Context: an optimization exercise on an open-source flow, tuned for small area, a short achievable clock period and few clock cycles. The choices shown serve that exercise and are no tape-out recipe. Where RTL was checked, it was by simulation tests only, not by an equivalence proof against the original. The RTL of runs 3 to 6 was laid out without a check of its function. No activity file was given, so power comes from the tool's default toggle rates.

## design.v

```verilog
module SME(clk,reset,chardata,isstring,ispattern,valid,match,match_index);
  input clk;
  input reset;
  input [7:0] chardata;
  input isstring;
  input ispattern;
  output match;
  output [4:0] match_index;
  output valid;
  reg match;
  reg [4:0] match_index;
  reg valid;
  reg [7:0] string_data [31:0];
  reg [5:0] string_length;
  reg [7:0] pattern_data [7:0];
  reg [3:0] pattern_length;
  reg [1:0] state;
  reg [5:0] string_counter;
  reg [3:0] pattern_counter;
  reg fresh;             
  reg [5:0] head;        
  reg star_seen;         
  reg [3:0] star_pattern;  
  reg [5:0] star_string;   
  parameter DATA_READ   = 0;
  parameter FIND_HEAD   = 1;
  parameter CHECK_DATA  = 2;
  parameter DATA_OUT    = 3;
  always@(*) valid <= (state == DATA_OUT);
  wire anchored = (pattern_data[0] == "^");
  wire [7:0] pchar = pattern_data[pattern_counter[2:0]];
  wire [7:0] schar = string_data[string_counter[4:0]];
  wire [7:0] prev_char = string_data[head[4:0] - 5'd1];
  wire at_end = (string_counter >= string_length);
  always @(posedge clk or posedge reset) begin
    if(reset)begin
      state <= DATA_READ;
      string_length <= 0;
      pattern_length <= 0;
      match_index <= 0;
      match <= 0;
      fresh <= 1;
      head <= 0;
      star_seen <= 0;
    end
    else begin
      case(state)
        DATA_READ:begin
          if(isstring)begin
            if(fresh)begin
              string_length <= 1;
              string_data[0] <= chardata;
            end
            else begin
              string_length <= string_length + 1;
              string_data[string_length[4:0]] <= chardata;
            end
            pattern_length <= 0;
            fresh <= 0;
          end
          else if(ispattern)begin
            pattern_length <= pattern_length + 1;
            pattern_data[pattern_length[2:0]] <= chardata;
            fresh <= 0;
          end
          else if(pattern_length != 0)begin
            state <= FIND_HEAD;
            head <= 0;
          end
        end
        FIND_HEAD:begin
          if(head >= string_length)begin
            state <= DATA_OUT;
            match <= 0;
            match_index <= 0;
          end
          else if(anchored && head != 0 && prev_char != " ")begin
            head <= head + 1;
          end
          else begin
            state <= CHECK_DATA;
            string_counter <= head;
            pattern_counter <= anchored ? 4'd1 : 4'd0;
            star_seen <= 0;
          end
        end
        CHECK_DATA:begin
          if(pattern_counter >= pattern_length)begin  
            state <= DATA_OUT;
            match <= 1;
            match_index <= head[4:0];
          end
          else if(pchar == "*")begin
            star_seen <= 1;
            star_pattern <= pattern_counter + 1;
            star_string <= string_counter;
            pattern_counter <= pattern_counter + 1;
          end
          else if(pchar == "$" && at_end)begin
            pattern_counter <= pattern_counter + 1;
          end
          else if(!at_end && ( schar == pchar || pchar == "."
                              || (pchar == "$" && schar == " ") ))begin
            string_counter <= string_counter + 1;
            pattern_counter <= pattern_counter + 1;
          end
          else if(star_seen && star_string < string_length)begin
            star_string <= star_string + 1;
            string_counter <= star_string + 1;
            pattern_counter <= star_pattern;
          end
          else begin
            state <= FIND_HEAD;
            head <= head + 1;
          end
        end
        DATA_OUT:begin
          match <= 0;
          match_index <= 0;
          fresh <= 1;
          pattern_length <= 0;
          state <= DATA_READ;
          if(isstring)begin
            string_length <= 1;
            string_data[0] <= chardata;
            fresh <= 0;
          end
          else if(ispattern)begin
            pattern_length <= 1;
            pattern_data[0] <= chardata;
            fresh <= 0;
          end
        end
        default begin
          state <= DATA_READ;
        end
      endcase
    end
  end
endmodule
```

## run.sh

```bash
#!/bin/bash
# synth_recipe.tcl (not shown) runs the flow's synth.tcl, then flattens the netlist and writes it again
# the make line also repeats each setting of config.mk as NAME=value (left out here)
make -C /OpenROAD-flow-scripts/flow DESIGN_CONFIG=/design/flow/config.mk WORK_HOME=/design/flow/orfs CLKGATE_MAP_FILE= SYNTH_SCRIPT=/design/flow/synth_recipe.tcl finish
```

## config.mk

```make
export PLATFORM = sky130hd
export DESIGN_NAME = SME
export DESIGN_NICKNAME = SME
export VERILOG_FILES = /design/flow/design.v
export SDC_FILE = /design/flow/constraint.sdc
export NUM_CORES = 4
export LEC_CHECK = 0
export CAP_MARGIN = 20
export CORE_MARGIN = 2
export CORE_UTILIZATION = 40
export SLEW_MARGIN = 20
```

## constraint.sdc

```tcl
create_clock -name core_clock -period 6.2 [get_ports {clk}]
set_input_delay 1.2400 -clock core_clock [delete_from_list [all_inputs] [get_ports {clk}]]
set_output_delay 1.2400 -clock core_clock [all_outputs]
set_load 0.01 [all_outputs]
```

==> impl_results.md, run 1 <==
- Hold Vio Cnt, Final: 0
- Sinks on Clock Net: 366
- Share of cells above drive strength 1: 0.122
- Fin crit period: 5.55 ns
- Worst slew margin relative to its limit: 0.220
- Synth unique cells: 100
- Htree depth: 2
- CP Class: reg2reg
- Initial antenna violation count: 0
- Worst hold path class: reg2reg
- Commonest cells after routing, fill and taps aside: edfxtp_1, nand2_1, nand3_1
- CTS root buf: clkbuf_16
- Final count of pins violating max slew: 0
- HPWL Detailed: 55600 µm
- Worst skew pair latency: 0.60 ns
- Pre-CTS setup slack: between 0.9 and 1 ns
- Number of max-cap violations: 0
- Average size of a mapped cell: 12.5 µm²
- Routed WL: 77100 µm
- Core area: 0.0464 mm²
- Number of synthesized register bits: 366
- Port Buffers: 18
- Worst Path Required: 6.43 ns
- Post-Syn Area: around 0.019 mm²
- Crit-path max FO: 13
- Crit. End Element: register
- Final ANT Viol Nets: 0
- FILL cells: approximately 4.1k
- Gpl congestion: between 1 and 1.5
- Global-route usage over all layers: 0.320
- Initial Utilization: 0.403
- Drt wl/cell: 35.7 µm
- Crit-path cells: and3_1 -> ha_1 -> a22oi_1 -> nand3_1 -> or4_1 -> o21ai_1 -> xor2_1 -> or4b_1 -> o21ai_1 -> o21ai_2 -> nor2b_1 -> o21a_1 -> nor2_1
- Commonest register cell after synthesis: edfxtp_1
- DRC: 0
- Largest net degree at the start of global routing: between 80 and 90
- R2r setup slk: 0.65 ns
- Least-Margin Pin Slew: 1.17 ns
- Routed vias/inst: about 6.7
- Post-CTS Setup Repair Bufs: 0
- Area post-placement: 0.0195 mm²
- Grt ovf: 0
- Pleak: 7.11 nW
- Syn. warnings: 3
- Max Clock Skew: approximately 0.016 ns
- Die ar.: 0.0485 mm²
- Period utilization: 0.896
- Vias: 14.5k
- Power per cell area: 453 mW/mm²
- # IOs: 19
- Slowest-stage cell, CP: a22oi_1
- Vias in the first global route: about 14k
- CTS Hold Bufs: 0
- RSZ-0062 raised after global routing: no
- Fin area: 0.0209 mm²
- Number of core rows: 79
- Max frequency: 180 MHz
- CTS resizes: 0
- Seq/Total Area, Yosys: 0.581
- Initial DRC count: 2053
- Final setup fails: 0
- Fraction of registers with async set or reset after synthesis: 0.0710
- Total power: 9.45 mW
- Critical path buffer and inverter count: 0
- Max incr delay on CP: between 0.8 and 0.9 ns
- Number of flops mapped to enable cells by yosys: 340
- Final net count: 1589
- Crit start category: register
- Crit path arrival time: 5.78 ns
- Num CTS Buffers: between 40 and 50
- CTS tree: yes
- Cells after Synth: 1499
- Final worst slack: 0.647 ns
- Post-synthesis net count: 1568
- Status: complete, no violations
- Most common cell after layout, fill and taps aside: edfxtp_1
- Max VDD drop: ~0.26 mV
- Clk slew on worst S/H paths: around 0.06 ns
- Die height: 220 µm
- CP top delay family: simple AND/OR/NAND/NOR gates
- TritonRoute pass-1 iters: 8
- Ant diodes: 0
- Setup TNS Final: 0 ns
- First-pass GRT wire length: roughly 110000 µm
- Area delta synth->final: 11.7%
- Die span in x: about 220 µm
- CP most frequent cell: o21ai_1
- CTS max path bufs: 3
==> worst paths after layout <==
kind                                                    from  cells past startpoint                       endpoint
worst max-delay path             string_counter[3]$_DFFE_PP_                     13    string_counter[0]$_DFFE_PP_
worst min-delay path            string_length[5]$_DFFE_PP0P_                      1   string_length[5]$_DFFE_PP0P_
worst max register to register   string_counter[3]$_DFFE_PP_                     13    string_counter[0]$_DFFE_PP_
worst min register to register  string_length[5]$_DFFE_PP0P_                      1   string_length[5]$_DFFE_PP0P_
max in group asynchronous                              reset                      2  pattern_length[0]$_DFFE_PP0P_
min in group asynchronous                              reset                      2            head[3]$_DFFE_PP0P_
==> through the flow <==
stage	hold WS, ns	util	cells
floorplan	0.448	-	1499
global placement	0.463	0.421	2083
detailed placement	0.471	0.421	2083
CTS	0.482	0.450	2159
global route	0.515	0.450	2159
finish	0.481	0.450	2159
==> Yosys cell counts, types with 12 or more instances <==
cell type | count | area [µm²]
inv_1 | 35 | 131
a221oi_1 | 18 | 158
and3_1 | 27 | 169
buf_6 | 14 | 158
nand4_1 | 14 | 87.6
nand2_1 | 100 | 375
nand2b_1 | 12 | 75.1
a21o_1 | 16 | 120
nand3_1 | 76 | 380
nor4_1 | 19 | 119
a31oi_1 | 31 | 194
edfxtp_1 | 340 | 10200
mux2_2 | 30 | 338
nand3b_1 | 17 | 128
a222oi_1 | 14 | 140
nor3_1 | 35 | 175
o21ai_0 | 55 | 275
o22ai_1 | 20 | 125
dfrtp_1 | 25 | 626
ha_1 | 57 | 713
mux2i_1 | 47 | 470
a22oi_1 | 40 | 300
a22o_1 | 30 | 263
clkbuf_1 | 33 | 124
nor2b_1 | 14 | 87.6
a21oi_1 | 33 | 165
nor2_1 | 67 | 251
buf_2 | 28 | 140
and2_1 | 18 | 113
==> registers in the layout (all words and copies together), names as in the netlist <==
signal,cells
star_string,6
match_index,5
match,1
string_data,256
fresh,1
star_seen,1
string_counter,6
star_pattern,4
pattern_counter,4
state,2
pattern_length,4
head,6
pattern_data,64
string_length,6
==> cell type report <==
type,instances,area (µm²),area share
Sequential cell,366,10900,0.520
Tap cell,607,759,0.0364
Inverter,35,131,0.00629
Multi-Input combinational cell,1008,7210,0.346
Timing Repair Buffer,67,551,0.0264
Clock inverter,28,284,0.0136
Clock buffer,48,1070,0.0514
==> per-layer routing <==
metal / vias to the layer above / GRT usage / share of wire
li1: 6017 / - / -
met1: 7198 / 0.415 / 0.39
met2: 958 / 0.501 / 0.45
met3: 281 / 0.0526 / 0.083
met4: 0 / 0.202 / 0.078
met5: - / 0 / 0
==> where the power goes <==
part	internal, mW	switching [mW]	total (mW)
clock	1.43	1.07	2.50
combinational	1.32	2.60	3.92
sequential	2.84	0.186	3.03
==> logic make-up (layout without fill, tap and decap cells) <==
kind of cell	count (synthesis)	count (layout)	share of synthesized area
compound gates	375	375	0.149
buf+inv	125	178	0.0346
xor+xnor	18	18	0.00883
mux	83	83	0.0491
fa+ha+maj	57	57	0.0381
flops	366	366	0.581
simple gates	475	475	0.139
Testbench counts, summed over its fixed seeds: cycles 68,754.
==> inputs of run 2 (changes only) <==
==> design.v (replaced) <==
module SME(clk,reset,chardata,isstring,ispattern,valid,match,match_index);
  input clk;
  input reset;
  input [7:0] chardata;
  input isstring;
  input ispattern;
  output match;
  output [4:0] match_index;
  output valid;
  reg match;
  reg [4:0] match_index;
  reg valid;
  reg [7:0] s [0:31];        
  reg [5:0] len;             
  reg       prev_str;        
  reg [31:0] eq_r;
  reg        v_r;            
  reg        first_r;        
  reg        lit_r, dot_r, dol_r, star_r, car_r;
  reg [32:0] D;              
  reg [4:0]  off;            
  reg        star_seen;
  reg [4:0]  start0;         
  integer k;
  wire newstr = isstring & ~prev_str;
  always @(posedge clk) begin
    if (isstring) begin
      for (k = 0; k < 31; k = k + 1) s[k] <= s[k+1];
      s[31] <= chardata;
      len <= newstr ? 6'd1 : len + 6'd1;
    end
  end
  always @(posedge clk) begin
    for (k = 0; k < 32; k = k + 1) eq_r[k] <= (s[k] == chardata);
    dot_r  <= (chardata == ".");
    dol_r  <= (chardata == "$");
    star_r <= (chardata == "*");
    car_r  <= (chardata == "^");
    lit_r  <= (chardata != ".") & (chardata != "$") & (chardata != "*") & (chardata != "^");
  end
  always @(posedge clk or posedge reset) begin
    if (reset) begin
      prev_str <= 1'b0;
      v_r <= 1'b0;
      first_r <= 1'b0;
      valid <= 1'b0;
    end else begin
      prev_str <= isstring;
      v_r <= ispattern;
      first_r <= ispattern & ~v_r;
      valid <= v_r & ~ispattern;
    end
  end
  reg [31:0] occ, sp;
  always @(*) begin
    for (k = 0; k < 32; k = k + 1) begin
      occ[k] = ({1'b0, k[5:0]} + {1'b0, len}) >= 7'd32;
      sp[k]  = (s[k] == 8'h20);
    end
  end
  wire [32:0] Dcur   = first_r ? {1'b0, occ} : D;
  wire [4:0]  offcur = first_r ? len[4:0] : off;
  reg [32:0] X, Dn, pre;
  reg [31:0] anch;
  always @(*) begin
    X = Dcur;
    if (lit_r)  X = {1'b0, Dcur[31:0] & eq_r};
    if (dot_r)  X = {1'b0, Dcur[31:0]};
    if (dol_r)  X = {Dcur[32], Dcur[31:0] & sp};
    pre[0] = X[0];
    for (k = 1; k < 33; k = k + 1) pre[k] = pre[k-1] | X[k];
    anch[0] = occ[0];
    for (k = 1; k < 32; k = k + 1) anch[k] = occ[k] & (~occ[k-1] | sp[k-1]);
    Dn = {X[31:0], 1'b0};
    if (dol_r)  Dn = X;
    if (star_r) Dn = pre;
    if (car_r)  Dn = {1'b0, anch};
  end
  reg [4:0] lo;
  always @(*) begin
    lo = 5'd0;
    for (k = 31; k >= 0; k = k - 1) if (X[k]) lo = k[4:0];
  end
  wire [4:0] idx_now = lo + offcur;
  always @(posedge clk) begin
    if (v_r) begin
      D <= Dn;
      off <= offcur - {4'd0, lit_r | dot_r};
      star_seen <= (star_seen & ~first_r) | star_r;
      if (star_r) start0 <= idx_now;
    end
    match <= |X;
    match_index <= (star_seen & ~first_r) ? start0 : idx_now;
  end
endmodule
==> impl_results.md, run 2 <==
- Cell with the most instances after synthesis: edfxtp_1
- CTS Hold Bufs: 0 (unchanged)
- Hold Vio Cnt, Final: 0 (unchanged)
- Initial DRC count: 1135 (-45%)
- Commonest cells after routing, fill and taps aside: edfxtp_1, xnor2_1, nor2_1
- Die span in x: 215 µm (-2.4%)
- Synth Area in Adders: 0.00745 (-0.0307)
- Slowest-stage cell, CP: edfxtp_1
- Most flops, register: s
- Area leader, netlist: edfxtp_1
- CTS max path bufs: 3 (unchanged)
- Ant diodes: 0 (unchanged)
- Cells after Synth: 1466 (-2.2%)
- DRC: 0 (unchanged)
- Final worst slack: 0.765 ns (+0.117 ns)
- Global-route usage over all layers: 0.190 (-0.130)
- Final net count: 1491 (-6.2%)
- Most common cell after layout, fill and taps aside: edfxtp_1
- TritonRoute pass-1 iters: 8 (unchanged)
- Share of cells above drive strength 1: 0.0974 (-0.0250)
- Initial antenna violation count: 0 (unchanged)
- Xor/xnor share of the synthesized area: 0.130 (+0.121)
- Max Clock Skew: 0.0138 ns (-0.00178 ns)
- Status: complete, no violations
- Syn. warnings: 2 (-1)
- Pleak: 6.39 nW (-10%)
- Vias: 12.1k (-16%)
- Power per cell area: 293 mW/mm² (-35%)
- Synth Area in Simple Gates: 0.138 (-0.000960)
- CTS tree: yes
- Routed WL: 44600 µm (-42%)
- CTS root buf: clkbuf_16
- HPWL Detailed: 29000 µm (-48%)
- CTS resizes: 0 (unchanged)
- Number of core rows: 77 (-2.5%)
- Post-synthesis net count: 1488 (-5.1%)
- Core area: 0.0440 mm² (-5.0%)
- Clk slew on worst S/H paths: 0.06 ns (about the same)
- Routed vias/inst: 5.79 (-14%)
- Final setup fails: 0 (unchanged)
- Max frequency: 184 MHz (+2.2%)
- Final ANT Viol Nets: 0 (unchanged)
- Die height: 215 µm (-2.4%)
- Area share of the largest cell type after synthesis: 0.516 (-0.0299)
- Vias in the first global route: 12.2k (-13%)
- CP Class: reg2reg
- Post-Syn Area: 0.0178 mm² (-4.8%)
- # IOs: 19 (unchanged)
- Crit start category: register
- Synth unique cells: 99 (-1.0%)
- Post-synthesis mux area share: 0.0113 (-0.0377)
- Setup TNS Final: 0 ns (unchanged)
- Worst skew pair latency: 0.54 ns (-0.06 ns)
- CP most frequent cell: a21oi_1
- Crit-path cells: a211o_1 -> o311ai_1 -> a211oi_1 -> a21oi_1 -> a2111oi_0 -> a21oi_1 -> a211oi_1 -> ha_1 -> inv_1 -> fa_1 -> inv_1 -> a21o_1 -> a21oi_1 -> xnor2_1 -> or4_1 -> and2_1
- Die ar.: 0.0462 mm² (-4.7%)
- Max reg flops: 256 (unchanged)
- Pre-CTS setup slack: 0.868 ns (-0.0533 ns)
- Synth cell count leaders: edfxtp_1, xnor2_1, nor2_1, a21oi_1, nand2_1
- Crit-path max FO: 30 (+17)
- Sinks on Clock Net: 353 (-3.6%)
- Fraction of registers with async set or reset after synthesis: 0.0113 (-0.0597)
- Drt wl/cell: 21.3 µm (-40%)
- Max VDD drop: 0.238 mV (-7.8%)
- Largest net degree at the start of global routing: 149 (+75%)
- Crit. End Element: register
- Fin crit period: 5.44 ns (-0.117 ns)
- Seq/Total Area, Yosys: 0.570 (-0.0108)
- Period utilization: 0.877 (-0.0190)
- Worst hold path class: reg2reg
- RSZ-0062 raised after global routing: no
- Largest family of logic cells by synthesized area: simple AND/OR/NAND/NOR gates
- Average size of a mapped cell: 12.1 µm² (-2.6%)
- Total power: 5.79 mW (-39%)
- Num CTS Buffers: 38 (-9.5%)
- Biggest regs: s x256, D x33, eq_r x32
- Number of max-cap violations: 0 (unchanged)
- Worst slew margin relative to its limit: 0.336 (+0.116)
- Crit path arrival time: 5.73 ns (-0.05 ns)
- Htree depth: 2 (unchanged)
- Commonest register cell after synthesis: edfxtp_1
- Final count of pins violating max slew: 0 (unchanged)
- Gpl congestion: 0.958 (-8.1%)
- Placed insts: 2021 (-3.0%)
- Max incr delay on CP: 1.01 ns (+0.17 ns)
- Number of synthesized register bits: 353 (-3.6%)
- Area delta synth->final: 11.1%
- Initial Utilization: 0.404 (+0.00105)
- First-pass GRT wire length: 70000 µm (-35%)
- Final Non-Filler Cells: 2091 (-3.1%)
- Post-CTS Setup Repair Bufs: 0 (unchanged)
- Grt ovf: 0 (unchanged)
- Number of flops mapped to enable cells by yosys: 306 (-10%)
- Worst Path Required: 6.50 ns (+0.07 ns)
- Port Buffers: 18 (unchanged)
- Synth top area cells: edfxtp_1, xnor2_1, dfxtp_1, nand4_1, nor2_1
- Post-synthesis compound-gate area fraction: 0.113 (-0.0364)
- Least-Margin Pin Slew: 0.996 ns (-0.169 ns)
## run 2: changes by cell type after synthesis, sizes merged, moves of 37 or more
cell   previous run  this run
xnor2            11       262
nand3            76        23
nand4            14        65
ha               57         9
dfxtp             0        43
nor2             68       107
a22oi            40         3
## run 2: metrics by stage
step	hold slack, ns	utilization	instance area, µm²
after global placement	0.458	0.420	18500
after CTS	0.479	0.449	19800
after floorplan	0.449	-	17800
after global routing	0.490	0.449	19800
final	0.477	0.449	19800
after detailed placement	0.459	0.420	18500
## run 2: worst paths after layout
check                                startpoint                     end  slack, ns  depth (start not counted)
max reg2reg                len[5]$_SDFFCE_PP0P_     start0[4]$_DFFE_PP_       0.76                         16
min in group asynchronous                 reset         valid$_DFF_PP0_       0.89                          2
min                         start0[3]$_DFFE_PP_  match_index[3]$_DFF_P_       0.48                          1
max                        len[5]$_SDFFCE_PP0P_     start0[4]$_DFFE_PP_       0.76                         16
min reg2reg                 start0[3]$_DFFE_PP_  match_index[3]$_DFF_P_       0.48                          1
max in group asynchronous                 reset           v_r$_DFF_PP0_       5.14                          2
## run 2: power by group
group          switching [mW]  internal (mW)
registers               0.117           2.74
logic                   0.361          0.263
clock network           0.917           1.39
total                    1.39           4.40
## run 2: logic make-up (layout without fill, tap and decap cells)
kind of cell / after synthesis / count (layout)
flip-flops: 353 / 353
AND/OR/NAND/NOR: 430 / 430
XOR/XNOR: 264 / 264
buffers and inverters: 113 / 146
adder cells (fa/ha/maj): 10 / 10
multiplexers: 19 / 19
AO/OA/AOI/OAI: 277 / 277
## run 2: layout make-up
type / instances / area (µm²)
multi-input cells: 1000 / 7120
inverters: 27 / 101
clock buffers: 62 / 1190
repair buffers: 49 / 390
well taps: 592 / 741
flip-flops and latches: 353 / 10200
clock inverters: 8 / 88.8
fillers: 4003 / 24300
## run 2: critical path: cells and delay by family, from the launching register on
family | cells | cell delay, ns
AO/OA/AOI/OAI | 9 | 2.64
adder cells (fa/ha/maj) | 2 | 0.63
XOR/XNOR | 1 | 0.13
AND/OR/NAND/NOR | 2 | 0.66
flip-flops | 1 | 1.01
buffers and inverters | 2 | 0.12
## run 2: layer usage
layer  routed length (µm)  global-route usage  up-vias
met2                21100               0.314      362
met4                 1070              0.0539        0
li1                     -                   -     5570
met5                    0                   0        -
met3                 2390              0.0294       86
met1                20100               0.260     6090
Testbench counts of run 2, summed over its fixed seeds: cycles 16,721.
==> inputs of run 3 (changes only) <==
==> design.v (replaced) <==
module SME(clk,reset,chardata,isstring,ispattern,valid,match,match_index);
  input clk;
  input reset;
  input [7:0] chardata;
  input isstring;
  input ispattern;
  output match;
  output [4:0] match_index;
  output valid;
  reg match;
  reg [4:0] match_index;
  reg valid;
  reg [7:0] s [0:31];        
  reg [5:0] len;             
  reg       prev_str;        
  reg [31:0] eq_r;
  reg        v_r;            
  reg        lit_r, dol_r, star_r, shift_r;
  reg [32:0] D;              
  reg [4:0]  off;            
  reg        star_seen;
  reg [4:0]  start0;         
  integer k, j;
  wire newstr = isstring & ~prev_str;
  always @(posedge clk) begin
    if (isstring) begin
      for (k = 0; k < 31; k = k + 1) s[k] <= s[k+1];
      s[31] <= chardata;
      len <= newstr ? 6'd1 : len + 6'd1;
    end
  end
  reg [31:0] occ, sp;
  always @(*)
    for (k = 0; k < 32; k = k + 1) begin
      occ[k] = ({1'b0, k[5:0]} + {1'b0, len}) >= 7'd32;
      sp[k]  = (s[k] == 8'h20);
    end
  reg [31:0] anch;
  always @(*) begin
    anch[0] = occ[0];
    for (k = 1; k < 32; k = k + 1) anch[k] = occ[k] & (~occ[k-1] | sp[k-1]);
  end
  wire is_dot  = (chardata == ".");
  wire is_dol  = (chardata == "$");
  wire is_star = (chardata == "*");
  wire is_car  = (chardata == "^");
  wire first = ispattern & ~v_r;    
  always @(posedge clk) begin
    for (k = 0; k < 32; k = k + 1) eq_r[k] <= (s[k] == chardata);
    dol_r   <= is_dol;
    star_r  <= is_star;
    lit_r   <= ~(is_dot | is_dol | is_star | is_car);
    shift_r <= ~(is_dol | is_star | is_car);
  end
  always @(posedge clk or posedge reset) begin
    if (reset) begin
      prev_str <= 1'b0;
      v_r <= 1'b0;
      valid <= 1'b0;
    end else begin
      prev_str <= isstring;
      v_r <= ispattern;
      valid <= v_r & ~ispattern;
    end
  end
  reg [32:0] X, Dn;
  reg [32:0] pre [0:6];
  always @(*) begin
    X[31:0] = D[31:0] & (eq_r | {32{~lit_r}}) & (sp | {32{~dol_r}});
    X[32]   = D[32] & ~shift_r;
    pre[0] = X;
    for (j = 0; j < 6; j = j + 1)
      for (k = 0; k < 33; k = k + 1)
        pre[j+1][k] = ((k >> j) & 1) ? (pre[j][k] | pre[j][((k >> j) << j) - 1]) : pre[j][k];
    Dn = X;
    if (shift_r) Dn = {X[31:0], 1'b0};
    if (star_r)  Dn = pre[6];
  end
  reg [31:0] a1; reg [15:0] a2; reg [7:0] a4; reg [3:0] a8; reg [1:0] a16;
  reg [0:0] i1 [0:15]; reg [1:0] i2 [0:7]; reg [2:0] i3 [0:3]; reg [3:0] i4 [0:1];
  reg [4:0] lo;
  always @(*) begin
    for (k = 0; k < 16; k = k + 1) begin
      a2[k] = X[2*k] | X[2*k+1];
      i1[k] = ~X[2*k];
    end
    for (k = 0; k < 8; k = k + 1) begin
      a4[k] = a2[2*k] | a2[2*k+1];
      i2[k] = a2[2*k] ? {1'b0, i1[2*k]} : {1'b1, i1[2*k+1]};
    end
    for (k = 0; k < 4; k = k + 1) begin
      a8[k] = a4[2*k] | a4[2*k+1];
      i3[k] = a4[2*k] ? {1'b0, i2[2*k]} : {1'b1, i2[2*k+1]};
    end
    for (k = 0; k < 2; k = k + 1) begin
      a16[k] = a8[2*k] | a8[2*k+1];
      i4[k] = a8[2*k] ? {1'b0, i3[2*k]} : {1'b1, i3[2*k+1]};
    end
    lo = a16[0] ? {1'b0, i4[0]} : (a16[1] ? {1'b1, i4[1]} : 5'd0);
  end
  wire [4:0] idx_now = lo + off;
  always @(posedge clk) begin
    D <= first ? {1'b0, is_car ? anch : occ} : Dn;
    off <= first ? len[4:0] : off - {4'd0, lit_r | (shift_r & ~lit_r)};
    star_seen <= ~first & (star_seen | star_r);
    if (star_r) start0 <= idx_now;
    match <= |X;
    match_index <= star_seen ? start0 : idx_now;
  end
endmodule
--- a/config.mk
+++ b/config.mk
@@ -5,7 +5,9 @@
 export SDC_FILE = /design/flow/constraint.sdc
 export NUM_CORES = 4
 export LEC_CHECK = 0
+export ABC_CLOCK_PERIOD_IN_PS = 2800
 export CAP_MARGIN = 20
 export CORE_MARGIN = 2
 export CORE_UTILIZATION = 40
+export SETUP_SLACK_MARGIN = 3.4
 export SLEW_MARGIN = 20
==> impl_results.md, run 3 <==
- Die ar.: 0.0426 mm² (-7.8%)
- Multi-input gate area: 0.00695 mm² (-2.3%)
- Final Non-Filler Cells: 1984 (-5.1%)
- CP Class: reg2reg
- Max reg flops: 256 (unchanged)
- # IOs: 19 (unchanged)
- CTS max path bufs: 3 (unchanged)
- Cell with the most instances after synthesis: edfxtp_1
- Final ANT Viol Nets: 0 (unchanged)
- Worst hold path class: reg2reg
- Vias in the first global route: 11.0k (-9.7%)
- Share of cells above drive strength 1: 0.156 (+0.0582)
- Max Clock Skew: 0.0229 ns (+0.00907 ns)
- Number of flops mapped to enable cells by yosys: 267 (-13%)
- Max frequency: 281 MHz (+53%)
- RSZ-0062 raised after global routing: yes
- Area share of the largest cell type after synthesis: 0.489 (-0.0270)
- Commonest register cell after synthesis: edfxtp_1
- Max VDD drop: 0.167 mV (-30%)
- CTS root buf: clkbuf_16
- Synth unique cells: 64 (-35%)
- Pleak: 6.14 nW (-4.0%)
- Biggest regs: s x256, D x32, eq_r x32
- Num CTS Buffers: 39 (+2.6%)
- Number of synthesized register bits: 351 (-0.57%)
- Crit-path max FO: 3 (-90%)
- Worst slew margin relative to its limit: 0.366 (+0.0301)
- Fin crit period: 3.56 ns (-1.87 ns)
- Initial DRC count: 855 (-25%)
- Initial Utilization: 0.403 (-0.00108)
- Fraction of registers with async set or reset after synthesis: 0.00855 (-0.00278)
- Final count of pins violating max slew: 0 (unchanged)
- Period utilization: 0.575 (-0.302)
- Worst skew pair latency: 0.53 ns (about the same)
- Sinks on Clock Net: 351 (-0.57%)
- Power per cell area: 294 mW/mm² (+0.27%)
- Number of core rows: 74 (-3.9%)
- Area delta synth->final: 16.5%
- Core area: 0.0406 mm² (-7.7%)
- Clk slew on worst S/H paths: 0.06 ns (about the same)
- Post-synthesis net count: 1421 (-4.5%)
- Vias: 11.0k (-9.0%)
- Syn. warnings: 7 (+5)
- Ant diodes: 0 (unchanged)
- Gpl congestion: 0.893 (-6.8%)
- Sequential cell area: 0.00972 mm² (-4.3%)
- Seq/Total Area, Yosys: 0.593 (+0.0225)
- Worst Path Required: 6.61 ns (+0.11 ns)
- Area leader, netlist: edfxtp_1
- Status: complete, no violations
- CTS tree: yes
- Most common cell after layout, fill and taps aside: edfxtp_1
- Htree depth: 2 (unchanged)
- Largest net degree at the start of global routing: 134 (-10%)
- Setup TNS Final: 0 ns (unchanged)
- Final net count: 1446 (-3.0%)
- Slowest-stage cell, CP: edfxtp_1
- Crit start category: register
- First-pass GRT wire length: 62200 µm (-11%)
- Hold Vio Cnt, Final: 0 (unchanged)
- Commonest cells after routing, fill and taps aside: edfxtp_1, xnor2_1, nor2_1
- Cells after Synth: 1399 (-4.6%)
- Crit. End Element: register
- Drt wl/cell: 19.9 µm (-6.8%)
- Fin util: 0.470 (+0.0205)
- Post-Syn Area: 0.0164 mm² (-7.9%)
- Average size of a mapped cell: 11.7 µm² (-3.5%)
- Total power: 5.61 mW (-3.2%)
- Number of max-cap violations: 0 (unchanged)
- Critical path buffer and inverter count: 2 (unchanged)
- Initial antenna violation count: 0 (unchanged)
- Max incr delay on CP: 0.45 ns (-0.56 ns)
- HPWL Detailed: 24800 µm (-14%)
- Placed insts: 1891 (-6.4%)
- Routed WL: 39500 µm (-12%)
- Routed vias/inst: 5.56 (-4.1%)
- Final setup fails: 0 (unchanged)
- Crit path arrival time: 3.97 ns (-1.76 ns)
- Port Buffers: 18 (unchanged)
- TritonRoute pass-1 iters: 5 (-3)
- Most flops, register: s
- Synth cell count leaders: edfxtp_1, xnor2_1, nor2_1, dfxtp_1, nand2_1
- DRC: 0 (unchanged)
- Synth top area cells: edfxtp_1, xnor2_1, dfxtp_1, nor2_1, nand4_1
- CP top delay family: compound AO/OA/AOI/OAI gates
- Die height: 206 µm (-4.0%)
- Die span in x: 206 µm (-4.0%)
- Grt ovf: 0 (unchanged)
- Least-Margin Pin Slew: 0.951 ns (-0.0452 ns)
- Crit-path cells: nor4b_2 -> a21oi_1 -> o22a_1 -> and2_1 -> a211oi_2 -> o21ai_1 -> a211oi_2 -> ha_2 -> inv_2 -> fa_2 -> inv_1 -> a21o_1 -> a21oi_2 -> xnor2_1 -> xnor2_1 -> mux2_2
- Global-route usage over all layers: 0.188 (-0.00251)
- FILL cells: 3588 (-10%)
run 3: tightest hold or removal path, cell delays in order, from the launching register on:
cell      delay (ns)
edfxtp_1        0.33
nand2_1         0.06
o21ai_2         0.05
run 3: layout make-up:
class,count,share of cell area
repair buffers,59,0.0261
clock buffers,57,0.0579
clock inverters,12,0.00459
flip-flops and latches,351,0.509
well taps,532,0.0349
multi-input cells,958,0.364
inverters,15,0.00334
run 3: path summary, 6_finish.rpt:
kind | slack [ns] | cells after the start | startpoint | end
max reg2reg | 2.64 | 16 | s[28][4]$_DFFE_PP_ | match_index[4]$_DFF_P_
max in group asynchronous | 5.21 | 2 | reset | valid$_DFF_PP0_
min reg2reg | 0.47 | 2 | start0[1]$_DFFE_PP_ | match_index[1]$_DFF_P_
min | 0.47 | 2 | start0[1]$_DFFE_PP_ | match_index[1]$_DFF_P_
min in group asynchronous | 0.86 | 2 | reset | v_r$_DFF_PP0_
max | 2.64 | 16 | s[28][4]$_DFFE_PP_ | match_index[4]$_DFF_P_
run 3: routing by layer:
| metal | wire length [µm] | vias up | GRT usage |
|---|---|---|---|
| met2 | 18400 | 304 | 0.297 |
| met5 | 0 | - | 0 |
| li1 | - | 5209 | - |
| met4 | 947 | 0 | 0.0569 |
| met1 | 18000 | 5426 | 0.264 |
| met3 | 2200 | 84 | 0.0319 |
run 3: metrics by stage:
step,instance area [µm²],hold WS (ns),setup slack [ns]
2_1_floorplan,16700,0.422,2.95
3_3_place_gp,17300,0.448,2.34
3_5_place_dp,17300,0.453,2.33
4_1_cts,19000,0.473,2.67
5_1_grt,19100,0.491,2.45
6_report,19100,0.466,2.64
run 3: power breakdown:
| group | switching [mW] | internal [mW] | leakage [nW] | total [mW] |
|---|---|---|---|---|
| logic | 0.294 | 0.271 | 2.24 | 0.565 |
| registers | 0.152 | 2.71 | 3.31 | 2.86 |
| clock network | 0.907 | 1.28 | 0.591 | 2.18 |
| total | 1.35 | 4.25 | 6.14 | 5.61 |
run 3: kinds of logic (layout without fill, tap and decap cells):
family | after synthesis | after routing | share of synthesized area
buffers and inverters | 91 | 143 | 0.0221
AOI/OAI and AO/OA | 266 | 266 | 0.0993
adders and majority gates | 10 | 10 | 0.00809
DFF | 351 | 351 | 0.593
xor gates and xnor gates | 267 | 267 | 0.143
and+or+nand+nor | 408 | 409 | 0.131
muxes | 6 | 6 | 0.00405
run 3: repair_timing:
item | CTS | global route
gates cloned | 1 | 0
hold buffers | 0 | 0
setup buffers | 21 | 2
setup endpoints to repair | 41 | 35
pin swaps | 11 | 3
resized for setup | 52 | 13
hold endpoints to repair | 0 | 0
==> inputs of run 4 (changes only) <==
==> config.mk (replaced) <==
export PLATFORM = sky130hd
export DESIGN_NAME = SME
export DESIGN_NICKNAME = SME
export VERILOG_FILES = /design/flow/design.v
export SDC_FILE = /design/flow/constraint.sdc
export NUM_CORES = 4
export LEC_CHECK = 0
export CAP_MARGIN = 20
export CORE_MARGIN = 2
export CORE_UTILIZATION = 40
export SLEW_MARGIN = 20
==> impl_results.md, run 4 <==
- Status: complete, no violations
- Number of flops mapped to enable cells by yosys: 267 (unchanged)
- Initial antenna violation count: 0 (unchanged)
- Worst slew margin relative to its limit: 0.360 (-0.00638)
- Routed vias/inst: 5.56 (about the same)
- Hold EP: match_index[1]$_DFF_P_
- CP Class: reg2reg
- Crit-path max FO: 14 (+11)
- Area share of the largest cell type after synthesis: 0.489 (unchanged)
- Crit start category: register
- Hold WS: 0.474 ns (+0.00867 ns)
- Max Clock Skew: 0.0145 ns (-0.00833 ns)
- Drt wl/cell: 19.4 µm (-2.5%)
- Synth top area cells: edfxtp_1, xnor2_1, dfxtp_1, nor2_1, nand4_1
- Largest net degree at the start of global routing: 145 (+8.2%)
- Grt ovf: 0 (unchanged)
- RSZ-0062 raised after global routing: no
- Core area: 0.0406 mm² (unchanged)
- CTS root buf: clkbuf_16
- Biggest regs: s x256, D x32, eq_r x32
- Num CTS Buffers: 37 (-5.1%)
- Sinks on Clock Net: 351 (unchanged)
- Post-Syn Area: 0.0164 mm² (unchanged)
- Routed WL: 37900 µm (-4.0%)
- Crit. End Element: register
- Sw Ratio: 0.238 (-0.00327)
- Crit path arrival time: 4.57 ns (+0.60 ns)
- Critical R2R Capture: match_index[4]$_DFF_P_
- Final count of pins violating max slew: 0 (unchanged)
- Hold Vio Cnt, Final: 0 (unchanged)
- Seq/Total Area, Yosys: 0.593 (unchanged)
- Final ANT Viol Nets: 0 (unchanged)
- Routed wl met2: 17600 µm (-4.0%)
- Final net count: 1416 (-2.1%)
- Fin crit period: 4.16 ns (+0.595 ns)
- Cells after Synth: 1399 (unchanged)
- Max reg flops: 256 (unchanged)
- Pleak: 5.81 nW (-5.3%)
- Worst hold path class: reg2reg
- CTS tree: yes
- Least-Margin Pin Slew: 0.959 ns (+0.00851 ns)
- Commonest register cell after synthesis: edfxtp_1
- Initial DRC count: 891 (+4.2%)
- Clk slew on worst S/H paths: 0.06 ns (about the same)
- Share of cells above drive strength 1: 0.0760 (-0.0796)
- Pre-CTS setup slack: 2.03 ns (-0.303 ns)
- # IOs: 19 (unchanged)
- Fraction of registers with async set or reset after synthesis: 0.00855 (unchanged)
- Worst Path Required: 6.61 ns (about the same)
- Total power: 5.49 mW (-2.1%)
- Reg-to-Reg Start: s[0][0]$_DFFE_PP_
- Vias in the first global route: 10.8k (-1.4%)
- Most common cell after layout, fill and taps aside: edfxtp_1
- Fin area: 0.0182 mm² (-4.8%)
- Uppermost routed layer: met4
- Cell with the most instances after synthesis: edfxtp_1
- Global-route usage over all layers: 0.180 (-0.00819)
- Area post-placement: 0.0170 mm² (-1.9%)
- HPWL Detailed: 24200 µm (-2.2%)
- TritonRoute pass-1 iters: 5 (unchanged)
- Post-synthesis net count: 1421 (unchanged)
- Final setup fails: 0 (unchanged)
- Post-CTS Setup Repair Bufs: 0 (-100%)
- Max VDD drop: 0.214 mV (+28%)
- Synth cell count leaders: edfxtp_1, xnor2_1, nor2_1, dfxtp_1, nand2_1
- Multi-input gate area: 0.00632 mm² (-9.1%)
- Area delta synth->final: 10.9%
- Number of max-cap violations: 0 (unchanged)
- Htree depth: 2 (unchanged)
- Vias: 10.9k (-1.5%)
- Hold depth: 2 (unchanged)
- NetSw: 1.31 mW (-3.4%)
- FILL cells: 3674 (+2.4%)
- Commonest cells after routing, fill and taps aside: edfxtp_1, xnor2_1, nor2_1
- Die ar.: 0.0426 mm² (unchanged)
- Fin util: 0.447 (-0.0224)
- Pint: 4.18 mW (-1.7%)
- DRC: 0 (unchanged)
- Most flops, register: s
- CTS Hold Bufs: 0 (unchanged)
- Syn. warnings: 7 (unchanged)
- Logic gate share of total power: 0.097 (-0.004)
- Synth unique cells: 64 (unchanged)
- Power share of the clock group: 0.385 (-0.005)
- Number of synthesized register bits: 351 (unchanged)
- Final Non-Filler Cells: 1953 (-1.6%)
- Ant diodes: 0 (unchanged)
- Period utilization: 0.670 (+0.0959)
- CTS max path bufs: 3 (unchanged)
- Post-Route M1 WL: 17400 µm (-2.9%)
- R2r setup slk: 2.04 ns (-0.59 ns)
- Area leader, netlist: edfxtp_1
- Worst R2R Path Depth: 16 (unchanged)
- Sequential cell area: 0.00971 mm² (about the same)
- Final worst slack: 2.04 ns (-0.595 ns)
- Number of core rows: 74 (unchanged)
- Placed insts: 1887 (-0.21%)
- Setup TNS Final: 0 ns (unchanged)
- Gpl congestion: 0.884 (-1.1%)
- Average size of a mapped cell: 11.7 µm² (unchanged)
- Power per cell area: 302 mW/mm² (+2.8%)
- Worst skew pair latency: 0.53 ns (about the same)
- Seq pwr share: 0.518 (+0.008)
- Port Buffers: 18 (unchanged)
- CTS resizes: 0 (-100%)
- Max frequency: 241 MHz (-14%)
- Met3 wire len: 2120 µm (-3.6%)
- Initial Utilization: 0.403 (unchanged)
- First-pass GRT wire length: 60200 µm (-3.2%)
- Worst Hold Launch: start0[1]$_DFFE_PP_
- Die span in x: 206 µm (unchanged)
- Die height: 206 µm (unchanged)
## run 4: critical path: stages (launching register included)
cell      delay, ns
edfxtp_1       0.40
nor4_1         0.52
a21oi_1        0.17
o22ai_1        0.61
nor4_4         0.20
nand2_2        0.28
nor2_1         0.08
a211oi_1       0.30
ha_1           0.24
inv_1          0.06
fa_1           0.40
inv_1          0.07
a21o_1         0.10
a21oi_1        0.07
xnor2_1        0.14
xnor2_1        0.14
mux2_2         0.27
## run 4: worst max-delay path by stage
stage                                  start                      to  cells past startpoint
final                      s[0][0]$_DFFE_PP_  match_index[4]$_DFF_P_                     16
after global routing           dol_r$_DFF_P_  match_index[4]$_DFF_P_                     16
after CTS                 s[10][0]$_DFFE_PP_  match_index[4]$_DFF_P_                     16
after detailed placement  s[10][0]$_DFFE_PP_  match_index[4]$_DFF_P_                     16
after global placement    s[10][0]$_DFFE_PP_  match_index[4]$_DFF_P_                     16
after floorplan           s[11][4]$_DFFE_PP_  match_index[4]$_DFF_P_                     17
## run 4: kinds of logic (layout without fill, tap and decap cells)
kind of cell	Yosys count	in the layout	share of synthesized area
XOR/XNOR	267	267	0.143
flip-flops	351	351	0.593
AO/OA/AOI/OAI	266	266	0.0993
AND/OR/NAND/NOR	408	408	0.131
adder cells (fa/ha/maj)	10	10	0.00809
buffers and inverters	91	113	0.0221
multiplexers	6	6	0.00405
## run 4: power by group through the flow
stage | Combinational (mW) | Clock (mW) | Sequential (mW)
floorplan | 0.377 | 0 | 2.84
global placement | 0.522 | 0 | 2.89
detailed placement | 0.533 | 0 | 2.89
CTS | 0.536 | 2.15 | 2.84
global route | 0.589 | 2.25 | 2.86
finish | 0.531 | 2.11 | 2.84
## run 4: per-layer routing
layer	vias to the layer above	track usage
met1	5380	0.250
met3	58	0.0312
met2	272	0.292
met5	-	0
met4	0	0.0426
li1	5146	-
## run 4: cell type report
type | count | area share
Inverter | 15 | 0.00310
Tap cell | 532 | 0.0366
Multi-Input combinational cell | 957 | 0.348
Sequential cell | 351 | 0.534
Clock buffer | 58 | 0.0609
Clock inverter | 8 | 0.00275
Timing Repair Buffer | 32 | 0.0145
==> inputs of run 5 (changes only) <==
--- a/design.v
+++ b/design.v
@@ -15,7 +15,7 @@
   reg       prev_str;        
   reg [31:0] eq_r;
   reg        v_r;            
-  reg        lit_r, dol_r, star_r, shift_r;
+  reg        need_r, dol_r, star_r, shift_r, car_r;
   reg [32:0] D;              
   reg [4:0]  off;            
   reg        star_seen;
@@ -29,27 +29,24 @@
       len <= newstr ? 6'd1 : len + 6'd1;
     end
   end
-  reg [31:0] occ, sp;
+  reg [31:0] occ;
   always @(*)
-    for (k = 0; k < 32; k = k + 1) begin
+    for (k = 0; k < 32; k = k + 1)
       occ[k] = ({1'b0, k[5:0]} + {1'b0, len}) >= 7'd32;
-      sp[k]  = (s[k] == 8'h20);
-    end
-  reg [31:0] anch;
-  always @(*) begin
-    anch[0] = occ[0];
-    for (k = 1; k < 32; k = k + 1) anch[k] = occ[k] & (~occ[k-1] | sp[k-1]);
-  end
   wire is_dot  = (chardata == ".");
   wire is_dol  = (chardata == "$");
   wire is_star = (chardata == "*");
   wire is_car  = (chardata == "^");
   wire first = ispattern & ~v_r;    
+  wire [7:0] cmp = {chardata[7], chardata[6] & ~is_car, chardata[5] | is_car,
+                    chardata[4:3] & {2{~is_car}}, chardata[2] & ~(is_car | is_dol),
+                    chardata[1] & ~is_car, chardata[0]};
   always @(posedge clk) begin
-    for (k = 0; k < 32; k = k + 1) eq_r[k] <= (s[k] == chardata);
+    for (k = 0; k < 32; k = k + 1) eq_r[k] <= (s[k] == cmp);
     dol_r   <= is_dol;
     star_r  <= is_star;
-    lit_r   <= ~(is_dot | is_dol | is_star | is_car);
+    need_r  <= ~(is_dot | is_star | is_car);
+    car_r   <= is_car;
     shift_r <= ~(is_dol | is_star | is_car);
   end
   always @(posedge clk or posedge reset) begin
@@ -66,7 +63,7 @@
   reg [32:0] X, Dn;
   reg [32:0] pre [0:6];
   always @(*) begin
-    X[31:0] = D[31:0] & (eq_r | {32{~lit_r}}) & (sp | {32{~dol_r}});
+    X[31:0] = D[31:0] & (eq_r | {32{~need_r}});
     X[32]   = D[32] & ~shift_r;
     pre[0] = X;
     for (j = 0; j < 6; j = j + 1)
@@ -75,6 +72,8 @@
     Dn = X;
     if (shift_r) Dn = {X[31:0], 1'b0};
     if (star_r)  Dn = pre[6];
+    if (car_r)
+      for (k = 1; k < 33; k = k + 1) Dn[k] = X[k] & (~X[k-1] | eq_r[k-1]);
   end
   reg [31:0] a1; reg [15:0] a2; reg [7:0] a4; reg [3:0] a8; reg [1:0] a16;
   reg [0:0] i1 [0:15]; reg [1:0] i2 [0:7]; reg [2:0] i3 [0:3]; reg [3:0] i4 [0:1];
@@ -98,10 +97,15 @@
     end
     lo = a16[0] ? {1'b0, i4[0]} : (a16[1] ? {1'b1, i4[1]} : 5'd0);
   end
-  wire [4:0] idx_now = lo + off;
+  wire [4:0] g = lo & off, p = lo ^ off;
+  wire c1 = g[0];
+  wire c2 = g[1] | (p[1] & g[0]);
+  wire c3 = g[2] | (p[2] & g[1]) | (p[2] & p[1] & g[0]);
+  wire c4 = g[3] | (p[3] & g[2]) | (p[3] & p[2] & g[1]) | (p[3] & p[2] & p[1] & g[0]);
+  wire [4:0] idx_now = p ^ {c4, c3, c2, c1, 1'b0};
   always @(posedge clk) begin
-    D <= first ? {1'b0, is_car ? anch : occ} : Dn;
-    off <= first ? len[4:0] : off - {4'd0, lit_r | (shift_r & ~lit_r)};
+    D <= first ? {1'b0, occ} : Dn;
+    off <= first ? len[4:0] : off - {4'd0, shift_r};
     star_seen <= ~first & (star_seen | star_r);
     if (star_r) start0 <= idx_now;
     match <= |X;
--- a/config.mk
+++ b/config.mk
@@ -5,7 +5,9 @@
 export SDC_FILE = /design/flow/constraint.sdc
 export NUM_CORES = 4
 export LEC_CHECK = 0
+export ABC_CLOCK_PERIOD_IN_PS = 2000
 export CAP_MARGIN = 20
 export CORE_MARGIN = 2
 export CORE_UTILIZATION = 40
+export SETUP_SLACK_MARGIN = 3.6
 export SLEW_MARGIN = 20
==> impl_results.md, run 5 <==
- Status: complete, no violations
- Period utilization: 0.513 (-0.157)
- Grt ovf: 0 (unchanged)
- Initial Utilization: 0.407 (+0.00410)
- Sw Ratio: 0.239 (+0.00124)
- Worst Path Required: 6.65 ns (+0.04 ns)
- Reg-to-Reg Start: need_r$_DFF_P_
- Number of flops mapped to enable cells by yosys: 267 (unchanged)
- CP most frequent cell: a21o_1
- Ant diodes: 0 (unchanged)
- CTS max path bufs: 3 (unchanged)
- Pre-CTS setup slack: 1.71 ns (-0.320 ns)
- GR Layer Usage met2: 0.304 (+0.0127)
- Num CTS Buffers: 39 (+5.4%)
- Max Clock Skew: 0.0116 ns (-0.00293 ns)
- Final net count: 1360 (-4.0%)
- Cell with the most instances after synthesis: edfxtp_1
- Crit path capture: match_index[4]$_DFF_P_
- Die span in x: 203 µm (-1.7%)
- Fraction of registers with async set or reset after synthesis: 0.00855 (unchanged)
- Fin crit period: 3.18 ns (-0.975 ns)
- HPWL Detailed: 23000 µm (-5.3%)
- Hold Vio Cnt, Final: 0 (unchanged)
- Setup crit start: need_r$_DFF_P_
- Drt wl/cell: 21.7 µm (+12%)
- Power share of the clock group: 0.410 (+0.025)
- First-pass GRT wire length: 60300 µm (+0.15%)
- CTS tree: yes
- Syn. warnings: 7 (unchanged)
- Crit-path cells: buf_12 -> o21bai_4 -> nand4_1 -> or2_4 -> or4_4 -> a22oi_2 -> ha_1 -> a21o_1 -> a21o_1 -> a21oi_2 -> xor2_1 -> xnor2_1 -> mux2_2
- R2r setup slk: 3.02 ns (+0.97 ns)
- Commonest register cell after synthesis: edfxtp_1
- Gpl congestion: 0.908 (+2.7%)
- Initial DRC count: 1132 (+27%)
- Crit path arrival time: 3.63 ns (-0.94 ns)
- Htree depth: 2 (unchanged)
- Levels on crit path: 13 (-3)
- Routed vias/inst: 5.61 (+0.91%)
- Synth unique cells: 79 (+23%)
- Crit start category: register
- Fin util: 0.495 (+0.0481)
- Pleak: 6.72 nW (+16%)
- Critical R2R Capture: match_index[4]$_DFF_P_
- Worst hold path class: reg2reg
- Routed WL: 41000 µm (+8.2%)
- Worst R2R Path Depth: 13 (-3)
- Core area: 0.0388 mm² (-4.5%)
- DRC: 0 (unchanged)
- Logic gate share of total power: 0.100 (+0.003)
- Vias in the first global route: 10.1k (-6.3%)
- Critical path buffer and inverter count: 1 (-1)
- Hold WS: 0.465 ns (-0.00901 ns)
- Clk slew on worst S/H paths: 0.06 ns (about the same)
- Crit-path max FO: 5 (-9)
- CP top delay family: simple AND/OR/NAND/NOR gates
- Final Non-Filler Cells: 1885 (-3.5%)
- Max VDD drop: 0.198 mV (-7.2%)
- CP Class: reg2reg
- Biggest regs: s x256, D x32, eq_r x32
- Most common cell after layout, fill and taps aside: edfxtp_1
- Post-synthesis net count: 1278 (-10%)
- Seq pwr share: 0.490 (-0.028)
- Port Buffers: 18 (unchanged)
- Share of cells above drive strength 1: 0.196 (+0.120)
- Seq/Total Area, Yosys: 0.614 (+0.0215)
- Synth cell count leaders: edfxtp_1, xnor2_1, dfxtp_1, xor2_1, o21ai_0
- Number of synthesized register bits: 351 (unchanged)
- Global-route usage over all layers: 0.193 (+0.0136)
- Final setup fails: 0 (unchanged)
- Most flops, register: s
- Power per cell area: 301 mW/mm² (-0.47%)
- Die height: 203 µm (-1.7%)
- M1 GR Usage: 0.266 (+0.0162)
- Final count of pins violating max slew: 0 (unchanged)
- Area delta synth->final: 21.6%
- Max incr delay on CP: 0.41 ns (-0.20 ns)
- Vias: 10.6k (-2.6%)
- Cells after Synth: 1256 (-10%)
- # IOs: 19 (unchanged)
- Pint: 4.40 mW (+5.1%)
- NetSw: 1.38 mW (+5.9%)
- Slowest-stage cell, CP: dfxtp_4
- Largest net degree at the start of global routing: 116 (-20%)
- GRT busiest layer: met2
- Max frequency: 314 MHz (+31%)
- Average size of a mapped cell: 12.6 µm² (+7.5%)
- Synth top area cells: edfxtp_1, xnor2_1, dfxtp_1, xor2_1, o21ai_0
- Final ANT Viol Nets: 0 (unchanged)
- Setup TNS Final: 0 ns (unchanged)
- Number of max-cap violations: 0 (unchanged)
- Placed insts: 1738 (-7.9%)
- CTS root buf: clkbuf_16
- Final worst slack: 3.02 ns (+0.975 ns)
- Worst skew pair latency: 0.55 ns (+0.02 ns)
- Max reg flops: 256 (unchanged)
- Area share of the largest cell type after synthesis: 0.507 (+0.0178)
- Least-Margin Pin Slew: 1.04 ns (+0.0824 ns)
- GR Util met3: 0.0327 (+0.00152)
- Worst slew margin relative to its limit: 0.301 (-0.0589)
- TritonRoute pass-1 iters: 7 (+2)
- Commonest cells after routing, fill and taps aside: edfxtp_1, xnor2_1, dfxtp_1
- Initial antenna violation count: 1 (+1)
- Area leader, netlist: edfxtp_1
- Number of core rows: 72 (-2.7%)
- Sinks on Clock Net: 351 (unchanged)
- Die ar.: 0.0411 mm² (-3.4%)
- RSZ-0062 raised after global routing: yes
- Crit. End Element: register
- Post-Syn Area: 0.0158 mm² (-3.5%)
[run 5: layout make-up]
type / instances / area [µm²]
timing repair inverter: 1 / 7.51
clock inverter: 16 / 209
inverter: 26 / 101
sequential: 351 / 9720
tap: 518 / 648
timing repair buffer: 102 / 1150
fill: 3331 / 19600
multi-input combinational: 817 / 6300
clock buffer: 54 / 1100
[run 5: cells by family after synthesis]
logic type | Yosys count | synth area share
flops | 351 | 0.614
compound gates | 249 | 0.104
simple gates | 277 | 0.0919
mux | 7 | 0.00483
xor+xnor | 267 | 0.148
buf+inv | 95 | 0.0292
fa+ha+maj | 10 | 0.00839
[run 5: worst min path at each step]
stage | cells past startpoint | end | from | slack [ns]
after floorplan | 0 | s[8][5]$_DFFE_PP_ | s[9][5]$_DFFE_PP_ | 0.45
after global placement | 0 | s[27][0]$_DFFE_PP_ | s[28][0]$_DFFE_PP_ | 0.45
after detailed placement | 0 | s[25][6]$_DFFE_PP_ | s[26][6]$_DFFE_PP_ | 0.46
after CTS | 0 | s[26][6]$_DFFE_PP_ | s[27][6]$_DFFE_PP_ | 0.47
after global routing | 0 | s[23][2]$_DFFE_PP_ | s[24][2]$_DFFE_PP_ | 0.48
final | 0 | s[16][4]$_DFFE_PP_ | s[17][4]$_DFFE_PP_ | 0.47
[run 5: power groups by stage]
stage	combinational [mW]	sequential, mW	clock, mW
after detailed placement	0.512	2.88	0
final	0.577	2.83	2.37
after floorplan	0.377	2.84	0
after global placement	0.504	2.87	0
after global routing	0.630	2.85	2.50
after CTS	0.548	2.83	2.42
[run 5: stage by stage]
stage | power, mW | cell area, µm²
floorplan | 3.21 | 16200
global placement | 3.38 | 16600
detailed placement | 3.39 | 16700
CTS | 5.80 | 18800
global route | 5.98 | 19200
finish | 5.78 | 19200
[run 5: routing by layer]
metal | routed length (µm) | vias up
met3 | 2960 | 98
met2 | 19100 | 468
met1 | 17600 | 5213
met4 | 1300 | 0
met5 | 0 | -
li1 | - | 4794
[run 5: what timing repair did]
action | in CTS | in global routing
gates resized for setup | 119 | 45
buffers inserted | 39 | 23
endpoints found under the hold margin | 0 | 0
setup endpoints to repair | 68 | 43
pin swaps | 26 | 22
hold buffers | 0 | 0
cloned | 11 | 4
==> inputs of run 6 (changes only) <==
==> config.mk (replaced) <==
export PLATFORM = sky130hd
export DESIGN_NAME = SME
export DESIGN_NICKNAME = SME
export VERILOG_FILES = /design/flow/design.v
export SDC_FILE = /design/flow/constraint.sdc
export NUM_CORES = 4
export LEC_CHECK = 0
export ABC_CLOCK_PERIOD_IN_PS = 2800
export CAP_MARGIN = 20
export CORE_MARGIN = 2
export CORE_UTILIZATION = 40
export SETUP_SLACK_MARGIN = 3.4
export SLEW_MARGIN = 20
==> impl_results.md, run 6 <==
- Final ANT Viol Nets: 0 (unchanged)
- HPWL Detailed: 23000 µm (+0.17%)
- Power per cell area: 304 mW/mm² (+1.0%)
- CTS Hold Bufs: 0 (unchanged)
- Biggest regs: s x256, D x32, eq_r x32
- Hold depth: 0 (unchanged)
- Drt wl/cell: 20.9 µm (-3.7%)
- Period utilization: 0.515 (+0.00186)
- Port Buffers: 18 (unchanged)
- Max Clock Skew: 0.0188 ns (+0.00714 ns)
- Number of max-cap violations: 0 (unchanged)
- Initial DRC count: 1185 (+4.7%)
- Crit-path max FO: 3 (-2)
- Pleak: 6.38 nW (-5.2%)
- Final setup fails: 0 (unchanged)
- CP Class: reg2reg
- Average size of a mapped cell: 12.6 µm² (unchanged)
- Synth unique cells: 79 (unchanged)
- Post-Syn Area: 0.0158 mm² (unchanged)
- Hold EP: s[26][5]$_DFFE_PP_
- Crit-path cells: nor4_2 -> o211ai_1 -> or2_4 -> or4_4 -> a22oi_2 -> ha_1 -> a21o_1 -> a21o_1 -> a21oi_2 -> xor2_1 -> xnor2_1 -> mux2_2
- Initial antenna violation count: 2 (+1)
- Final net count: 1325 (-2.6%)
- Area share of the largest cell type after synthesis: 0.507 (unchanged)
- Die ar.: 0.0411 mm² (unchanged)
- Setup crit start: D[2]$_DFF_P_
- Most common cell after layout, fill and taps aside: edfxtp_1
- TritonRoute pass-1 iters: 6 (-1)
- Vias: 10.3k (-2.9%)
- Worst hold path class: reg2reg
- Reg-to-Reg Start: D[2]$_DFF_P_
- Grt ovf: 0 (unchanged)
- Routed vias/inst: 5.55 (-1.1%)
- Final Non-Filler Cells: 1851 (-1.8%)
- Synth cell count leaders: edfxtp_1, xnor2_1, dfxtp_1, xor2_1, o21ai_0
- Number of core rows: 72 (unchanged)
- First-pass GRT wire length: 58200 µm (-3.4%)
- Cells after Synth: 1256 (unchanged)
- Status: complete, no violations
- CTS max path bufs: 3 (unchanged)
- Worst R2R Path Depth: 12 (-1)
- Number of flops mapped to enable cells by yosys: 267 (unchanged)
- Seq/Total Area, Yosys: 0.614 (unchanged)
- Htree depth: 2 (unchanged)
- Crit. End Element: register
- # IOs: 19 (unchanged)
- Global-route usage over all layers: 0.184 (-0.00904)
- Setup TNS Final: 0 ns (unchanged)
- Ant diodes: 0 (unchanged)
- Gpl congestion: 0.938 (+3.4%)
- Total power: 5.62 mW (-2.7%)
- Num CTS Buffers: 39 (unchanged)
- Post-synthesis net count: 1278 (unchanged)
- Core area: 0.0388 mm² (unchanged)
- Worst slew margin relative to its limit: 0.261 (-0.0400)
- Share of cells above drive strength 1: 0.166 (-0.0303)
- Max reg flops: 256 (unchanged)
- Number of synthesized register bits: 351 (unchanged)
- Sinks on Clock Net: 351 (unchanged)
- Synth top area cells: edfxtp_1, xnor2_1, dfxtp_1, xor2_1, o21ai_0
- Fin crit period: 3.19 ns (+0.0115 ns)
- CTS tree: yes
- DRC: 0 (unchanged)
- Pre-CTS setup slack: 1.82 ns (+0.110 ns)
- Max VDD drop: 0.207 mV (+4.3%)
- Clk slew on worst S/H paths: 0.06 ns (about the same)
- Vias in the first global route: 10.2k (+0.33%)
- Fraction of registers with async set or reset after synthesis: 0.00855 (unchanged)
- Area delta synth->final: 17.1%
- Cell with the most instances after synthesis: edfxtp_1
- Placed insts: 1740 (+0.12%)
- Routed WL: 38700 µm (-5.5%)
- Max incr delay on CP: 0.43 ns (+0.02 ns)
- Commonest cells after routing, fill and taps aside: edfxtp_1, xnor2_1, dfxtp_1
- Crit path arrival time: 3.63 ns (about the same)
- Initial Utilization: 0.407 (unchanged)
- Die span in x: 203 µm (unchanged)
- Crit start category: register
- Slowest-stage cell, CP: or4_4
- Worst Path Required: 6.63 ns (-0.02 ns)
- Die height: 203 µm (unchanged)
- Final worst slack: 3.01 ns (-0.0115 ns)
- Critical R2R Capture: match_index[4]$_DFF_P_
- Hold Vio Cnt, Final: 0 (unchanged)
- Area leader, netlist: edfxtp_1
- RSZ-0062 raised after global routing: yes
- R2r setup slk: 3.01 ns (about the same)
- Commonest register cell after synthesis: edfxtp_1
- Largest net degree at the start of global routing: 150 (+29%)
- Worst skew pair latency: 0.56 ns (about the same)
- CP most frequent cell: a21o_1
- CTS root buf: clkbuf_16
- Most flops, register: s
- Final count of pins violating max slew: 0 (unchanged)
- Worst Hold Launch: s[27][5]$_DFFE_PP_
- Syn. warnings: 7 (unchanged)
- Max frequency: 313 MHz (-0.36%)
- Least-Margin Pin Slew: 1.10 ns (+0.0596 ns)
- FILL cells: 3383 (+1.6%)
-- run 6: cell count changes in the layout (fill, tap and decap cells not counted), sizes merged --
cell	before	now
dlygate4sd2	7	2
bufinv	4	1
inv	26	27
bufbuf	1	0
clkdlybuf4s50	2	9
clkbuf	56	63
buf	90	53
clkinv	11	9
nor2b	8	7
-- run 6: metrics by stage --
step           hold slack [ns]  utilization  cell area (µm²)
6_report                 0.464        0.477            18500
5_1_grt                  0.469        0.477            18500
4_1_cts                  0.463        0.470            18200
3_5_place_dp             0.454        0.429            16700
3_3_place_gp             0.450        0.429            16700
2_1_floorplan            0.447            -            16200
-- run 6: what timing repair did --
item	4_1_cts	5_1_grt
gates resized for setup	64	45
pin swaps	20	13
gates cloned	4	3
setup buffers	21	12
setup endpoints to repair	42	42
-- run 6: worst max-delay path by stage --
stage,slack [ns],depth (start not counted),to
final,3.01,12,match_index[4]$_DFF_P_
after detailed placement,1.82,8,eq_r[12]$_DFF_P_
after floorplan,3.09,13,match_index[4]$_DFF_P_
after CTS,3.04,12,match_index[4]$_DFF_P_
after global placement,1.88,8,eq_r[12]$_DFF_P_
after global routing,2.89,13,match_index[4]$_DFF_P_
-- run 6: power by group --
group          switching (mW)  leakage, nW  internal (mW)  total, mW
combinational           0.285         2.47          0.268      0.553
clock                   0.956        0.591           1.28       2.23
sequential              0.131         3.31           2.70       2.83
-- run 6: cells by family (layout without fill, tap and decap cells) --
logic type,after synthesis,in the layout,share of synthesized area
AO/OA/AOI/OAI,249,249,0.104
XOR/XNOR,267,267,0.148
adder cells (fa/ha/maj),10,10,0.00839
buffers and inverters,95,166,0.0292
flip-flops,351,351,0.614
multiplexers,7,7,0.00483
AND/OR/NAND/NOR,277,283,0.0919
-- run 6: routing by layer --
layer | up-vias | global-route usage | wire length [µm]
met4 | 0 | 0.0633 | 1040
li1 | 4719 | - | -
met1 | 5057 | 0.258 | 17400
met3 | 97 | 0.0340 | 2540
met5 | - | 0 | 0
met2 | 391 | 0.289 | 17700
-- run 6: final cells by class --
| type | instances | area, µm² | share of cell area |
|---|---|---|---|
| flip-flops and latches | 351 | 9730 | 0.525 |
| well taps | 518 | 648 | 0.0350 |
| multi-input cells | 816 | 6170 | 0.333 |
| clock buffers | 58 | 1100 | 0.0592 |
| repair buffers | 69 | 662 | 0.0357 |
| inverters | 26 | 97.6 | 0.00527 |
| clock inverters | 13 | 120 | 0.00648 |
-- run 6: worst max-delay path, delay by kind of cell (launching register included) --
kind / cells / cell delay, ns
flip-flops: 1 / 0.34
adder cells (fa/ha/maj): 1 / 0.26
AND/OR/NAND/NOR: 3 / 1.03
multiplexers: 1 / 0.26
AO/OA/AOI/OAI: 5 / 0.90
XOR/XNOR: 2 / 0.28

static timing again, ports no longer ideal:
The flow's constraints put no driver on any port. The routed layouts listed below were extracted and timed again, unchanged, in two steps. Step 1: set_driving_cell puts a clkbuf_16 on clk and a buf_2 on each other input, an assumption about the parent block. Step 2 moves the port delays by t, midway between the first and last clock arrival at a register: inputs arrive t later, outputs are due t later. That takes back most of the time a late clock gives input paths. Three values: ideal ports, drivers, drivers and shift; two values: the first two.
run	shift t [ns]	setup slack, ns	worst slew at a driven data input, ns	pins driven straight from the clock port
run 1	0.643	0.647 / 0.647 / 0.647	0.03	1
run 2	0.583	0.765 / 0.765 / 0.765	0.05	1
run 3	0.577	2.638 / 2.638 / 2.638	0.05	1
run 4	0.575	2.043 / 2.043 / 2.043	0.05	1
run 5	0.605	3.018 / 3.018 / 3.011	0.06	1
run 6	0.603	3.007 / 3.007 / 2.909	0.05	1
After both steps setup and hold are still met in every run listed. The setup slack of run 6, which loses most, moves by 0.000 ns with the drivers and by -0.098 ns with both steps.
